From an optimization exercise on the open Yosys and OpenROAD flow, aimed at small area; shortcuts taken in it are not production practice.

==> build 22 <==
==> flow/design.v <==
`timescale 1ns / 1ps
module APP (
  input CLK,
  input CLR,
  input CE,
  input BTN_FILL_FACTOR_INC,
  input BTN_FILL_FACTOR_DEC,
  input BTN_SEL_INC,
  input BTN_SEL_DEC,
  output [7:0] DISP_7SEG_DATA,
  output [7:0] DISP_7SEG_EN,
  output RGB_R_CH,
  output RGB_G_CH,
  output RGB_B_CH
);
  reg [6:0] pre;
  reg [2:0] dig;
  reg [6:0] grp;
  wire pre_end = pre[6] & pre[5] & pre[1] & pre[0];    
  wire tick = CE & pre_end;                             
  wire tick_rgb = CE & pre[0];                          
  wire grp_end = &grp;
  always @(posedge CLK or posedge CLR) begin
    if (CLR) begin
      pre <= 7'd0;
      dig <= 3'd0;
      grp <= 7'd2;
    end else begin
      if (CE)
        pre <= pre_end ? 7'd0 : pre + 7'd1;
      if (tick) begin
        dig <= dig + 3'd1;
        if (&dig)
          grp <= grp_end ? 7'd3 : grp + 7'd1;
      end
    end
  end
  wire blink = ~(grp[6] & (|grp[5:0] | dig[2]) & ~grp_end);
  wire init = ~|{grp[6:2], grp[0]};
  reg [2:0] d_fi, d_fd, d_si, d_sd;
  always @(posedge CLK or posedge CLR) begin
    if (CLR) begin
      d_fi <= 3'b000;
      d_fd <= 3'b000;
      d_si <= 3'b000;
      d_sd <= 3'b000;
    end else if (tick) begin
      d_fi <= {3{BTN_FILL_FACTOR_INC}} & {d_fi[1], d_fi[1] | d_fi[0], ~d_fi[2]};
      d_fd <= {3{BTN_FILL_FACTOR_DEC}} & {d_fd[1], d_fd[1] | d_fd[0], ~d_fd[2]};
      d_si <= {3{BTN_SEL_INC}} & {d_si[1], d_si[1] | d_si[0], ~d_si[2]};
      d_sd <= {3{BTN_SEL_DEC}} & {d_sd[1], d_sd[1] | d_sd[0], ~d_sd[2]};
    end
  end
  wire fi_en = d_fi[2] & ~d_fi[0];
  wire fd_en = d_fd[2] & ~d_fd[0];
  wire si_en = d_si[2] & ~d_si[0];
  wire sd_en = d_sd[2] & ~d_sd[0];
  wire fi_press = tick & d_fi[2] & d_fi[0];
  wire fd_press = tick & d_fd[2] & d_fd[0];
  wire si_press = tick & d_si[2] & d_si[0];
  wire sd_press = tick & d_sd[2] & d_sd[0];
  reg [10:0] rep_i, rep_d;
  wire rep_i_end = rep_i[10] & rep_i[8] & rep_i[7] & rep_i[6] & rep_i[4] & rep_i[3] & rep_i[2];  
  wire rep_d_end = rep_d[10] & rep_d[8] & rep_d[7] & rep_d[6] & rep_d[4] & rep_d[3] & rep_d[2];
  always @(posedge CLK or posedge CLR) begin
    if (CLR) begin
      rep_i <= 11'd0;
      rep_d <= 11'd0;
    end else begin
      if (~fi_en)
        rep_i <= 11'd0;
      else if (tick)
        rep_i <= rep_i_end ? 11'd1431 : rep_i + 11'd1;
      if (~fd_en)
        rep_d <= 11'd0;
      else if (tick)
        rep_d <= rep_d_end ? 11'd1431 : rep_d + 11'd1;
    end
  end
  wire fi_up = fi_press | (fi_en & tick & rep_i_end);
  wire fd_up = fd_press | (fd_en & tick & rep_d_end);
  reg [1:0] sel;
  wire sel_inc = si_press & ~sd_en;
  wire sel_dec = sd_press & ~si_en;
  always @(posedge CLK or posedge CLR) begin
    if (CLR)
      sel <= 2'd0;
    else if (sel_inc)
      sel <= sel + 2'd1;
    else if (sel_dec)
      sel <= sel - 2'd1;
  end
  wire ff_inc = fi_up & ~fd_en;
  wire ff_dec = fd_up & ~fi_en;
  reg [7:0] ff_r, ff_g, ff_b;
  always @(posedge CLK or posedge CLR) begin
    if (CLR) begin
      ff_r <= 8'd0;
      ff_g <= 8'd0;
      ff_b <= 8'd0;
    end else begin
      if (sel == 2'd1) begin
        if (ff_inc) ff_r <= ff_r + 8'd1;
        else if (ff_dec) ff_r <= ff_r - 8'd1;
      end
      if (sel == 2'd2) begin
        if (ff_inc) ff_g <= ff_g + 8'd1;
        else if (ff_dec) ff_g <= ff_g - 8'd1;
      end
      if (sel == 2'd3) begin
        if (ff_inc) ff_b <= ff_b + 8'd1;
        else if (ff_dec) ff_b <= ff_b - 8'd1;
      end
    end
  end
  reg [7:0] pwm;    
  wire pwm_end = &pwm[7:1];
  always @(posedge CLK or posedge CLR) begin
    if (CLR)
      pwm <= 8'd0;
    else if (tick_rgb)
      pwm <= pwm_end ? 8'd0 : pwm + 8'd1;
  end
  assign RGB_R_CH = ~CLR & (~pwm <= ff_r);
  assign RGB_G_CH = ~CLR & (~pwm <= ff_g);
  assign RGB_B_CH = ~CLR & (~pwm <= ff_b);
  assign DISP_7SEG_EN = {2'b11, ~({6{CE}} & {dig == 3'd6, dig == 3'd5, dig == 3'd4,
                                             dig == 3'd3, dig == 3'd2, dig == 3'd1})};
  reg [3:0] data;
  reg a_dp;
  always @(posedge CLK) begin
    case (dig)
      3'd1: {a_dp, data} <= {~(blink & (sel == 2'd3)), ff_b[3:0]};
      3'd2: {a_dp, data} <= {~(blink & (sel == 2'd3)), ff_b[7:4]};
      3'd3: {a_dp, data} <= {~(blink & (sel == 2'd2)), ff_g[3:0]};
      3'd4: {a_dp, data} <= {~(blink & (sel == 2'd2)), ff_g[7:4]};
      3'd5: {a_dp, data} <= {~(blink & (sel == 2'd1)), ff_r[3:0]};
      3'd6: {a_dp, data} <= {~(blink & (sel == 2'd1)), ff_r[7:4]};
      default: {a_dp, data} <= {~init, {4{init}}};
    endcase
  end
  localparam [15:0] SEG_A = 16'b0010_1000_0001_0010;
  localparam [15:0] SEG_B = 16'b1101_1000_0110_0000;
  localparam [15:0] SEG_C = 16'b1101_0000_0000_0100;
  localparam [15:0] SEG_D = 16'b1000_0100_1001_0010;
  localparam [15:0] SEG_E = 16'b0000_0010_1011_1010;
  localparam [15:0] SEG_F = 16'b0010_0000_1000_1110;
  localparam [15:0] SEG_G = 16'b0001_0000_1000_0011;
  assign DISP_7SEG_DATA = {a_dp, SEG_G[data], SEG_F[data], SEG_E[data], SEG_D[data],
                           SEG_C[data], SEG_B[data], SEG_A[data]};
endmodule
==> flow/run.sh <==
#!/bin/bash
# synth_recipe.tcl (not shown) runs the flow's synth.tcl, then flattens the netlist and writes it again
# the make line also repeats each setting of config.mk as NAME=value (left out here)
make -C /OpenROAD-flow-scripts/flow DESIGN_CONFIG=/design/flow/config.mk WORK_HOME=/design/flow/orfs CLKGATE_MAP_FILE= SYNTH_SCRIPT=/design/flow/synth_recipe.tcl finish
==> flow/config.mk <==
export PLATFORM = sky130hd
export DESIGN_NAME = APP
export DESIGN_NICKNAME = APP
export VERILOG_FILES = /design/flow/design.v
export SDC_FILE = /design/flow/constraint.sdc
export NUM_CORES = 4
export LEC_CHECK = 0
export CAP_MARGIN = 20
export CORE_MARGIN = 2
export CORE_UTILIZATION = 70
export CTS_BUF_LIST = sky130_fd_sc_hd__clkbuf_8
export CTS_CLUSTER_DIAMETER = 500
export CTS_CLUSTER_SIZE = 100
export SLEW_MARGIN = 20
==> flow/constraint.sdc <==
create_clock -name core_clock -period 10.0 [get_ports {CLK}]
set_input_delay 2.0000 -clock core_clock [delete_from_list [all_inputs] [get_ports {CLK}]]
set_output_delay 2.0000 -clock core_clock [all_outputs]
set_load 0.01 [all_outputs]
==> trial 33 (differences from build 22) <==
==> flow/design.v (replaced) <==
`timescale 1ns / 1ps
module APP (
  input CLK,
  input CLR,
  input CE,
  input BTN_FILL_FACTOR_INC,
  input BTN_FILL_FACTOR_DEC,
  input BTN_SEL_INC,
  input BTN_SEL_DEC,
  output [7:0] DISP_7SEG_DATA,
  output [7:0] DISP_7SEG_EN,
  output RGB_R_CH,
  output RGB_G_CH,
  output RGB_B_CH
);
  reg [6:0] pre;
  reg [9:0] cnt;
  wire tick = CE & (&pre);          
  wire tick_rgb = CE & pre[0];      
  always @(posedge CLK or posedge CLR) begin
    if (CLR) begin
      pre <= 7'd28;
      cnt <= 10'd16;
    end else begin
      if (CE)
        pre <= (pre + 7'd1) | {2'b00, {3{&pre}}, 2'b00};
      if (tick)
        cnt <= (cnt + 10'd1) | {5'b0, {2{&cnt}}, 3'b0};
    end
  end
  wire [2:0] dig = cnt[2:0];
  wire blink = ~(cnt[9] & (|cnt[8:2]) & ~(&cnt[8:3]));
  wire init = ~|{cnt[9:5], cnt[3], cnt[0]};
  reg [10:0] ui, ud;
  wire ui_held = |ui[10:2];
  wire ud_held = |ud[10:2];
  wire ui_end = ui[10] & ui[8] & ui[7] & ui[6] & ui[5];    
  wire ud_end = ud[10] & ud[8] & ud[7] & ud[6] & ud[5];
  wire ui_up = tick & ((~ui_held & ui[1] & ui[0]) | ui_end);
  wire ud_up = tick & ((~ud_held & ud[1] & ud[0]) | ud_end);
  always @(posedge CLK or posedge CLR) begin
    if (CLR) begin
      ui <= 11'd0;
      ud <= 11'd0;
    end else if (tick) begin
      ui <= {11{BTN_FILL_FACTOR_INC}} & (ui_end ? 11'd1435 : ui + 11'd1);
      ud <= {11{BTN_FILL_FACTOR_DEC}} & (ud_end ? 11'd1435 : ud + 11'd1);
    end
  end
  reg [2:0] d_si, d_sd;
  always @(posedge CLK or posedge CLR) begin
    if (CLR) begin
      d_si <= 3'b000;
      d_sd <= 3'b000;
    end else if (tick) begin
      d_si <= {3{BTN_SEL_INC}} & {d_si[1], d_si[1] | d_si[0], ~d_si[2]};
      d_sd <= {3{BTN_SEL_DEC}} & {d_sd[1], d_sd[1] | d_sd[0], ~d_sd[2]};
    end
  end
  wire si_held = d_si[2] & ~d_si[0];
  wire sd_held = d_sd[2] & ~d_sd[0];
  wire si_press = tick & d_si[2] & d_si[0];
  wire sd_press = tick & d_sd[2] & d_sd[0];
  reg [1:0] sel;
  always @(posedge CLK or posedge CLR) begin
    if (CLR)
      sel <= 2'd0;
    else if (si_press & ~sd_held)
      sel <= sel + 2'd1;
    else if (sd_press & ~si_held)
      sel <= sel - 2'd1;
  end
  wire ff_inc = ui_up & ~ud_held;
  wire ff_dec = ud_up & ~ui_held;
  reg [7:0] ff_r, ff_g, ff_b;
  wire [7:0] cur = sel[1] ? (sel[0] ? ff_b : ff_g) : ff_r;
  wire [8:0] c;
  assign c[0] = ff_inc | ff_dec;
  genvar i;
  generate
    for (i = 0; i < 8; i = i + 1) begin : chain
      assign c[i+1] = c[i] & ~(cur[i] ^ ff_inc);
    end
  endgenerate
  wire [7:0] nxt = cur ^ c[7:0];
  always @(posedge CLK or posedge CLR) begin
    if (CLR) begin
      ff_r <= 8'd0;
      ff_g <= 8'd0;
      ff_b <= 8'd0;
    end else begin
      if (sel == 2'd1) ff_r <= nxt;
      if (sel == 2'd2) ff_g <= nxt;
      if (sel == 2'd3) ff_b <= nxt;
    end
  end
  reg [7:0] p;
  always @(posedge CLK or posedge CLR) begin
    if (CLR)
      p <= 8'd1;
    else if (tick_rgb)
      p <= (p + 8'd1) | {7'd0, &p};
  end
  wire [8:0] cr, cg, cb;
  assign cr[0] = 1'b0;
  assign cg[0] = 1'b0;
  assign cb[0] = 1'b0;
  generate
    for (i = 0; i < 8; i = i + 1) begin : cmp
      assign cr[i+1] = (p[i] & ff_r[i]) | (cr[i] & (p[i] | ff_r[i]));
      assign cg[i+1] = (p[i] & ff_g[i]) | (cg[i] & (p[i] | ff_g[i]));
      assign cb[i+1] = (p[i] & ff_b[i]) | (cb[i] & (p[i] | ff_b[i]));
    end
  endgenerate
  assign RGB_R_CH = ~CLR & cr[8];
  assign RGB_G_CH = ~CLR & cg[8];
  assign RGB_B_CH = ~CLR & cb[8];
  assign DISP_7SEG_EN = {2'b11, ~({6{CE}} & {dig == 3'd6, dig == 3'd5, dig == 3'd4,
                                             dig == 3'd3, dig == 3'd2, dig == 3'd1})};
  reg [3:0] data;
  reg a_dp;
  always @(posedge CLK) begin
    case (dig)
      3'd1: {a_dp, data} <= {~(blink & (sel == 2'd3)), ff_b[3:0]};
      3'd2: {a_dp, data} <= {~(blink & (sel == 2'd3)), ff_b[7:4]};
      3'd3: {a_dp, data} <= {~(blink & (sel == 2'd2)), ff_g[3:0]};
      3'd4: {a_dp, data} <= {~(blink & (sel == 2'd2)), ff_g[7:4]};
      3'd5: {a_dp, data} <= {~(blink & (sel == 2'd1)), ff_r[3:0]};
      3'd6: {a_dp, data} <= {~(blink & (sel == 2'd1)), ff_r[7:4]};
      default: {a_dp, data} <= {~init, {4{init}}};
    endcase
  end
  localparam [15:0] SEG_A = 16'b0010_1000_0001_0010;
  localparam [15:0] SEG_B = 16'b1101_1000_0110_0000;
  localparam [15:0] SEG_C = 16'b1101_0000_0000_0100;
  localparam [15:0] SEG_D = 16'b1000_0100_1001_0010;
  localparam [15:0] SEG_E = 16'b0000_0010_1011_1010;
  localparam [15:0] SEG_F = 16'b0010_0000_1000_1110;
  localparam [15:0] SEG_G = 16'b0001_0000_1000_0011;
  assign DISP_7SEG_DATA = {a_dp, SEG_G[data], SEG_F[data], SEG_E[data], SEG_D[data],
                           SEG_C[data], SEG_B[data], SEG_A[data]};
endmodule
==> flow/flow/run.sh (new file) <==
#!/bin/bash
# Standard ORFS layout with an area-oriented ABC mapping script, small port
# buffers and a clock tree without dummy loads.
set -euo pipefail
HERE=$(pwd)
rm -rf "$HERE/scripts_local"
cp -r "$FLOW_HOME/scripts" "$HERE/scripts_local"
cp "$HERE/flow/abc_area.script" "$HERE/scripts_local/abc_area.script"
bash standard.sh \
  SCRIPTS_DIR="$HERE/scripts_local" \
  ABC_AREA=1 \
  BUFFER_PORTS_ARGS="-buffer_cell sky130_fd_sc_hd__buf_1" \
  CTS_ARGS="-sink_clustering_enable -sink_clustering_size 100 -sink_clustering_max_diameter 500 -buf_list sky130_fd_sc_hd__clkbuf_8 -dont_use_dummy_load -repair_clock_nets" \
  finish > "$HERE/orfs_flow.log" 2>&1
==> flow/flow/abc_area.script (new file) <==
strash
dch -f
amap
topo
==> flow/standard.sh (new file) <==
#!/bin/bash
# synth_recipe.tcl (not shown) runs the flow's synth.tcl, then flattens the netlist and writes it again
# the make line also repeats each setting of config.mk as NAME=value (left out here)
make -C /OpenROAD-flow-scripts/flow DESIGN_CONFIG=/design/flow/config.mk WORK_HOME=/design/flow/orfs CLKGATE_MAP_FILE= SYNTH_SCRIPT=/design/flow/synth_recipe.tcl "${@:-finish}"
CORE_UTILIZATION = 50   (was 70)
CTS_BUF_LIST = default   (was sky130_fd_sc_hd__clkbuf_8)
CTS_CLUSTER_DIAMETER = default   (was 500)
CTS_CLUSTER_SIZE = default   (was 100)
removed: flow/run.sh
==> reports/qor.csv <==
metric;value;unit
die-width;98.1;µm
largest_registers;rep_d (11), rep_i (11);
status;no timing/DRC/antenna violations;
p_sw;0.464;mW
core;8640;µm²
synth_top_family_by_area;simple AND/OR/NAND/NOR gates;
drt-initial-drc-count;420;
cts_sinks;90;
yosysSeqAreaShare;36.0;%
dpl_worst_slack;3.73;ns
period_needed;5.97;ns
(the above is from build 22)
==> reports/qor.csv <==
metric;value;unit
status;no timing/DRC/antenna violations;
synthDominantCellAreaShare;40.0;%
p_sw;0.410;mW
core;9110;µm²
largest_registers;ud (11), ui (11), cnt (10);
die-width;100;µm
cts_sinks;84;
synth_top_family_by_area;compound AO/OA/AOI/OAI gates;
drt-initial-drc-count;252;
dpl_worst_slack;3.51;ns
period_needed;6.21;ns
(the above is from trial 33)
No functional check of the RTL was part of any run of this note.

[afterwards: timing with drivers on the ports]
How much do the figures lean on ideal ports? The routed layouts below were timed once more, with nothing changed but the port constraints.
Step 1 sets driving cells, clkbuf_16 on the clock port and buf_2 on the other inputs (assumed; they add their load-dependent delay and slew).
Step 2 moves the port delays by t, midway between the first and last clock arrival at a register: inputs arrive t later, outputs are due t later. That takes back most of the time a late clock gives input paths.
Three values: ideal ports, drivers, drivers and shift; two values: the first two.
run	t (ns)	setup slack, ns	hold WS [ns]	worst setup path at the end	slew at the worst register clock pin (ns)
build 22	0.411	4.034 / 4.010 / 4.010	0.508 / 0.508 / 0.508	input to output	0.10 / 0.10
trial 33	0.385	3.790 / 3.788 / 3.403	0.469 / 0.469 / 0.469	input to register	0.10 / 0.10
After both steps setup and hold are still met in every run listed. For trial 33, which loses most, drivers alone change the setup slack by -0.002 ns; drivers and shift together by -0.387 ns.
